What follows belongs to an exercise in optimizing a design on an open flow for small area; a production flow would make more cautious choices.
Function was checked by simulation only, so behaviour that the tests miss may differ from the original.

==> design.v <==
`timescale 1ns / 1ps
module prbs9(   enable,
                o_bit,
                rst,
                clk
    );
    output  o_bit;
    input enable;
    input   clk;
    input   rst;
    parameter SEED = 9'b110101010;
    reg     [8:0]buffer;
    always@(posedge clk) begin
          if(rst) begin
             buffer <= SEED;
          end
          else begin
            if(enable)begin
                buffer <= {buffer[0]^buffer[4] , buffer[8:1]};
            end
          end
    end
    assign o_bit    = buffer[0];
endmodule
`timescale 1ns / 1ps
module tx(
            i_tx,
            enable,
            o_tx,
            clk,
            rst
    );
    localparam COEF = {8'h0, 8'hfe, 8'hff, 8'h0, 8'h2, 8'h0, 8'hfb, 8'hf5,
                       8'hf9, 8'ha, 8'h25, 8'h3e, 8'h48, 8'h3e, 8'h25, 8'ha,
                       8'hf9, 8'hf5,8'hfb, 8'h0, 8'h2, 8'h0, 8'hff, 8'hfe};
    output reg signed [7:0] o_tx;
    input   i_tx;
    input   clk;
    input   rst;
    input   enable;
    reg [23:0] buffer_in;
    reg signed [7:0] sat;
    reg [1:0] up_count;
    wire signed [7:0] coef [23:0];
    reg signed [10:0] suma; 
    integer i;
    genvar g;
    generate
        for (g=0; g<24; g=g+1) begin : g_coef
            assign coef[g] = COEF[191-(g*8) -:8];
        end
    endgenerate
    always@(posedge clk)
    begin
        if(rst)begin
            up_count <= 0;
            buffer_in <= 0;
            o_tx <= 0;
        end
        else begin
            if (enable)begin
                buffer_in <= {i_tx, buffer_in[23:1]};
                up_count <= up_count + 1;
                o_tx <= sat;
            end
            else begin
                buffer_in <= buffer_in;
                up_count <= up_count;
                o_tx <= o_tx;
            end
        end
    end
    always@*
    begin
        suma = {11{1'b0}};
        for (i=0; i<6; i=i+1)
        begin
            if(buffer_in[(i*4)+up_count] == 1'b1)begin
                suma = suma + coef[(i*4)+up_count];
            end
            else begin
                suma = suma - coef[(i*4)+up_count];
            end
        end
        if(~suma[10]&|suma[9:7])begin
            sat = 8'b01111111;
        end
        else if(suma[10] & ~&suma[9:7])begin
            sat = 8'b10000000;
         end
         else begin
            sat = suma[7:0];
         end
    end
endmodule
`timescale 1ns / 1ps
module rx(
          clk,
          rst,
          enable,
          i_rx,
          i_sw,
          o_rx
);
    input clk;
    input rst;
    input enable;
    input signed [7:0] i_rx;
    input [1:0] i_sw;
    output reg o_rx;
    localparam COEF = {8'h0, 8'hfe, 8'hff, 8'h0, 8'h2, 8'h0, 8'hfb, 8'hf5,
                           8'hf9, 8'ha, 8'h25, 8'h3e, 8'h48, 8'h3e, 8'h25, 8'ha,
                           8'hf9, 8'hf5,8'hfb, 8'h0, 8'h2, 8'h0, 8'hff, 8'hfe};
    wire signed [7:0] coef [23:0];
    wire signed [13:0] mult [23:0]; 
    reg signed [18:0] suma [23:0];  
    reg [1:0] down_counter;
    integer i;
    genvar g;
    generate
        for (g=0; g<24; g=g+1) begin : g_mult
            assign coef[g] = COEF[191-(g*8) -:8];
            assign mult[g] = coef[g]*i_rx;
        end
    endgenerate
    always@(posedge clk)begin
        if(rst)begin
            for(i=0; i<24; i=i+1) begin
                suma[i] <= {19{1'b0}};
            end
            o_rx <= 0;
            down_counter <= 0;
        end
        else begin
            if(enable) begin
                if (down_counter == 3)begin
                    down_counter <= 0;
                end
                else begin
                    down_counter <= down_counter+1;
                end
                suma[0] <= mult[23];
                for (i=1; i<24; i=i+1)begin
                    suma[i] <= mult[23-i] + suma[i-1];
                end
                if (down_counter == i_sw)begin
                    o_rx <= ~suma[23][17];
                end
            end
        end
    end
endmodule
`timescale 1ns / 1ps
module ber( clk,
            rst,
            enable,
            i_prbs,
            i_rx,
            o_err
);
input   clk;
input   rst;
input   enable;
input   i_prbs;
input   i_rx;
output  o_err;
reg [511:0] buffer_in;
reg o_error;
reg [8:0] count;
reg [31:0]error;
reg [8:0] ber_shift;
assign o_err = o_error;
always@(posedge clk)
begin
    if(rst)begin
        buffer_in <= 0;
        o_error <= 0;
        count <= 0;
        error <= 0;
        ber_shift <= 0;
    end
    else begin
        if (enable) begin
            buffer_in <= {i_rx, buffer_in[511:1]};
            error <= error + (buffer_in[511-ber_shift] ^ i_prbs);
            count <= count + 1;
            if (count == 511-ber_shift)begin
                if (error == 0) begin
                    o_error <= 1;
                end
                else begin
                    ber_shift <= ber_shift + 1;
                    error <= 0;
                    o_error <= 0;
                end
            end
        end
    end
end
endmodule
`timescale 1ns / 1ps
module top_level(
                rst,
                CLK100MHZ,
                i_switch,
                o_led,
                o_tx,
                o_rx
                );
    input       rst;
    input       CLK100MHZ;
    input [3:0] i_switch;
    output      o_led;
    output [7:0] o_tx;
    output      o_rx;
    parameter SEED   = 9'b110101010;
    wire        o_prbs;
    wire        reset;
    wire        enable_tx;
    wire        enable_rx;
    reg         enable;
    reg         enable_ber;
    reg [1:0]   clk_count;
    assign reset    = ~rst;
    assign enable_tx = i_switch[0];
    assign enable_rx = i_switch[1];
    always@(posedge CLK100MHZ)
    begin
    if(reset)begin
        clk_count <= 0;
        enable <= 0;
        enable_ber <= 0;
    end
    else begin
        clk_count <= clk_count + 1;
        if (clk_count==0)begin
            enable <= 1;
            enable_ber <= 1;
        end
        else begin
            enable <= 0;
            enable_ber <= 0;
        end
    end
    end
     prbs9
         #(
         .SEED (SEED)
         )
     prbs_r(
         .clk (CLK100MHZ),
         .enable(enable),
         .rst (reset),
         .o_bit (o_prbs)
         );
     tx
     tx_r(
         .clk (CLK100MHZ),
         .rst (reset),
         .enable (enable_tx),
         .i_tx (o_prbs),
         .o_tx (o_tx)
    );
     rx
     rx_r(
     .clk(CLK100MHZ),
     .rst(reset),
     .enable(enable_rx),
     .i_rx(o_tx),
     .i_sw(i_switch[2:1]),
     .o_rx(o_rx)
     );
     ber
     ber_r(
     .clk(CLK100MHZ),
     .rst(reset),
     .enable(enable_ber),
     .i_prbs(o_prbs),
     .i_rx(o_rx),
     .o_err(o_led)
     );
endmodule
==> run.sh <==
#!/bin/bash
# synth_recipe.tcl (not shown) runs the flow's synth.tcl, then flattens the netlist and writes it again
# the make line also repeats each setting of config.mk as NAME=value (left out here)
make -C /OpenROAD-flow-scripts/flow DESIGN_CONFIG=/design/flow/config.mk WORK_HOME=/design/flow/orfs CLKGATE_MAP_FILE= SYNTH_SCRIPT=/design/flow/synth_recipe.tcl finish
==> config.mk <==
export PLATFORM = sky130hd
export DESIGN_NAME = top_level
export DESIGN_NICKNAME = top_level
export VERILOG_FILES = /design/flow/design.v
export SDC_FILE = /design/flow/constraint.sdc
export NUM_CORES = 4
export LEC_CHECK = 0
export CAP_MARGIN = 20
export CORE_MARGIN = 2
export CORE_UTILIZATION = 40
export SLEW_MARGIN = 20
==> constraint.sdc <==
create_clock -name core_clock -period 10.0 [get_ports {CLK100MHZ}]
set_input_delay 2.0000 -clock core_clock [delete_from_list [all_inputs] [get_ports {CLK100MHZ}]]
set_output_delay 2.0000 -clock core_clock [all_outputs]
set_load 0.01 [all_outputs]
==> metrics.md <==
| Metric | Value |
|---|---|
| Outcome | no timing/DRC/antenna violations |
| Std-Cell Rows | 138 |
| Grt ovf | 0 |
| Crit path max-delay cell type | dfxtp_1 |
| Worst Setup End Kind | flop |
| Syn. warnings | 6 |
| Period utilisation layout | 78.0% |
| Initial core utilization | 40.3% |
| Startpoint class of the critical path | flop |
| Largest net degree at the start of global routing | 229 |
| Synth cell types | 70 |
| Relative slew slack | 27.0% |
| Clock skew | 0.0607 ns |
| Setup TNS | 0 ns |
| DRT Pass-1 Iters | 7 |
| Synth area leaders | dfxtp_1 (35%), mux2i_1 (14%), ha_1 (10%) |
| Asr flop ratio synth | 0% |
| Synth Cell Area | 0.0571 sq mm |
| Seq cells post-synth | 993 |
| Final setup viols | 0 |
| ANT cells | 0 |
| Commonest cells in the netlist | nor2_1 (1,171), dfxtp_1 (993), mux2i_1 (822) |
| Final hold vios | 0 |
| Gates resized, CTS repair | 0 |
| Die Area | 0.146 sq mm |
| Post-route non-filler standard cell count | 7,867 |
| Register area share after synthesis | 34.8% |
| Remaining DRCs | 0 |
| WL final | 123,000 um |
| Layout cell share with drive strength beyond 1 | 6.98% |
| Slew @ Worst Pin | 1.09 ns |
| CTS tree | yes |
| Placed insts | 7,671 |
| Syn-to-layout area delta | 9.49% |
| GP Congestion | 0.841 |
| Synth Instances | 6,010 |
| Area leader, netlist | dfxtp_1 |
| DR WL/cell | 15.7 um |
| F_max | 128 MHz |
| Clock buffer depth | 3 |
| First-pass GRT wire length | 205,000 um |
| Root Buffer | clkbuf_16 |
| Slew Viols, Final | 0 |
| Post-synth EDFFs | 0 |
| Antenna viol nets, final | 0 |
| Hold_ws | 0.410 ns |
| Most frequent cell after synthesis | nor2_1 |
| Min-Delay Path Class | reg -> reg |
| Syn_nets | 6,537 |
| Chip Height | 382 um |
| Util after Layout | 44.2% |
| Vias/cell | 5.22 |
| Synthesized area per cell | 9.50 sq um |
| Core footprint | 0.142 sq mm |
| H-tree depth | 3 |
| Worst-path fanout max | 13 |
| Detailed placement HPWL | 83,300 um |
| DR vias | 41,027 |
| Post-CTS Setup Inserts | 0 |
| Share of the synthesized area in the top cell type | 34.8% |
| CP Data Required Time | 10.58 ns |
| Unrepaired setup endpoints after global routing | false |
| Nets | 6,420 |
| Max cap viols | 0 |
| Clock transition at path regs | 0.06 ns |
| DRT iter0 DRCs | 2,092 |
| CP Class | reg -> reg |
| I/O pins | 16 |
| Cts hold-fix bufs | 0 |
| Initial antenna violation count | 1 |
| Arrival time at the worst endpoint | 8.37 ns |
| Die Span X | 382 um |
| Total CTS buffers | 109 |
| Worst-Skew Late Latency | 0.74 ns |
| Minimum clock period | 7.80 ns |
| Number of clock sinks | 993 |
| CP max stage delay | 0.74 ns |
| I/O Buffers | 14 |
| Vias in the first global route | 39,649 |
| Total track usage | 16.8% |
| Top_reg_cell synth | dfxtp_1 |
==> sequential cells by signal, summed over array words and instances, names as in the netlist <==
register,flops
ber_r.ber_shift,9
ber_r.buffer_in,512
ber_r.count,9
ber_r.error,32
ber_r.o_error,1
clk_count,2
enable_ber,1
prbs_r.buffer,9
rx_r.down_counter,2
rx_r.o_rx,1
rx_r.suma,381
tx_r.buffer_in,24
tx_r.o_tx,8
tx_r.up_count,2
==> layout make-up <==
cell class,count,area (sq um)
Fill cell,13681,79000
Multi-Input combinational cell,4506,35300
Sequential cell,993,19900
Clock buffer,161,3150
Tap cell,1890,2360
Inverter,227,862
Timing Repair Buffer,56,523
Clock inverter,34,462
==> critical path, delay by kind of cell (launching register included) <==
family                   cells  cell delay (ns)
buffers and inverters        2             0.37
XOR/XNOR                     6             1.19
adder cells (fa/ha/maj)      6             2.11
flip-flops                   1             0.74
AO/OA/AOI/OAI               10             1.57
AND/OR/NAND/NOR              8             1.70
==> per-stage QoR <==
step	setup slack (ns)	area (sq um)
2_1_floorplan	3.15	57100
3_3_place_gp	2.23	58900
3_5_place_dp	2.16	58900
4_1_cts	2.13	62500
5_1_grt	1.54	62500
6_report	2.20	62500
==> placed cells by master (no fill, tap or decap), types with 23 or more instances in the layout <==
cell,netlist,final
nand4_1,23,23
a21o_1,78,78
a21oi_1,254,254
inv_1,225,224
nor2_1,1171,1171
ha_1,455,455
a31oi_1,31,31
o21bai_1,31,31
nor3_1,135,135
clkbuf_1,175,29
a211oi_1,28,28
nor2b_1,58,58
nand2b_1,24,24
xnor2_1,269,269
buf_4,2,35
and3_1,37,37
mux4_2,171,171
fa_1,66,66
nand2_1,202,201
clkbuf_8,0,23
or3_1,31,31
o21a_1,25,25
o211ai_1,26,26
clkbuf_16,0,109
nand3_1,86,86
dfxtp_1,993,987
o21ai_0,156,156
xor2_1,121,121
mux2i_1,822,822
==> routing by layer <==
layer,vias to the layer above,GRT usage (%),wire [um]
met5,-,0,0
met4,0,4.44,2900
met3,173,2.35,3660
met2,466,28.0,57100
met1,19554,22.7,59800
li1,20834,-,-
==> final timing paths <==
check,startpoint,end,slack (ns),cells after the start
worst max-delay path,tx_r.up_count[0]$_SDFFE_PN0P_,tx_r.o_tx[1]$_SDFFE_PN0P_,2.20,32
worst min-delay path,clk_count[0]$_SDFF_PN0_,clk_count[0]$_SDFF_PN0_,0.41,1
worst max register to register,tx_r.up_count[0]$_SDFFE_PN0P_,tx_r.o_tx[1]$_SDFFE_PN0P_,2.20,32
worst min register to register,clk_count[0]$_SDFF_PN0_,clk_count[0]$_SDFF_PN0_,0.41,1
==> cell families (layout without fill, tap and decap cells) <==
family | Yosys count | after routing | synth area share, %
compound gates | 749 | 749 | 8.18
xor+xnor | 392 | 392 | 6.05
fa+ha+maj | 522 | 522 | 12.3
buf+inv | 511 | 478 | 3.44
flops | 993 | 993 | 34.8
mux | 1001 | 1001 | 21.4
simple gates | 1842 | 1842 | 13.8

## re-timing with driven ports
The results above use ideal ports. As a check the final layout listed here was re-extracted and re-timed, cells and wires unchanged. Step 1 sets driving cells, clkbuf_16 on the clock port and buf_2 on the other inputs (assumed; they add their load-dependent delay and slew). Step 2 adds t to the input delays and takes it off the output delays; t is the mean of the earliest and latest rising clock arrival at the registers after step 1. Input paths then give back, and output paths get back, about the clock's delay inside the block. Slacks: ideal ports / drivers / drivers and shift; pairs: ideal ports / drivers.
t (ns): 0.800
setup WS [ns]: 2.205 / 2.205 / 2.205
hold WS [ns]: 0.410 / 0.410 / 0.410
worst setup path after step 2: register to register
cell pins on the clock port's net: 1
After both steps setup and hold are still met in this run. For this run, drivers alone change the setup slack by 0.000 ns; drivers and shift together by 0.000 ns.
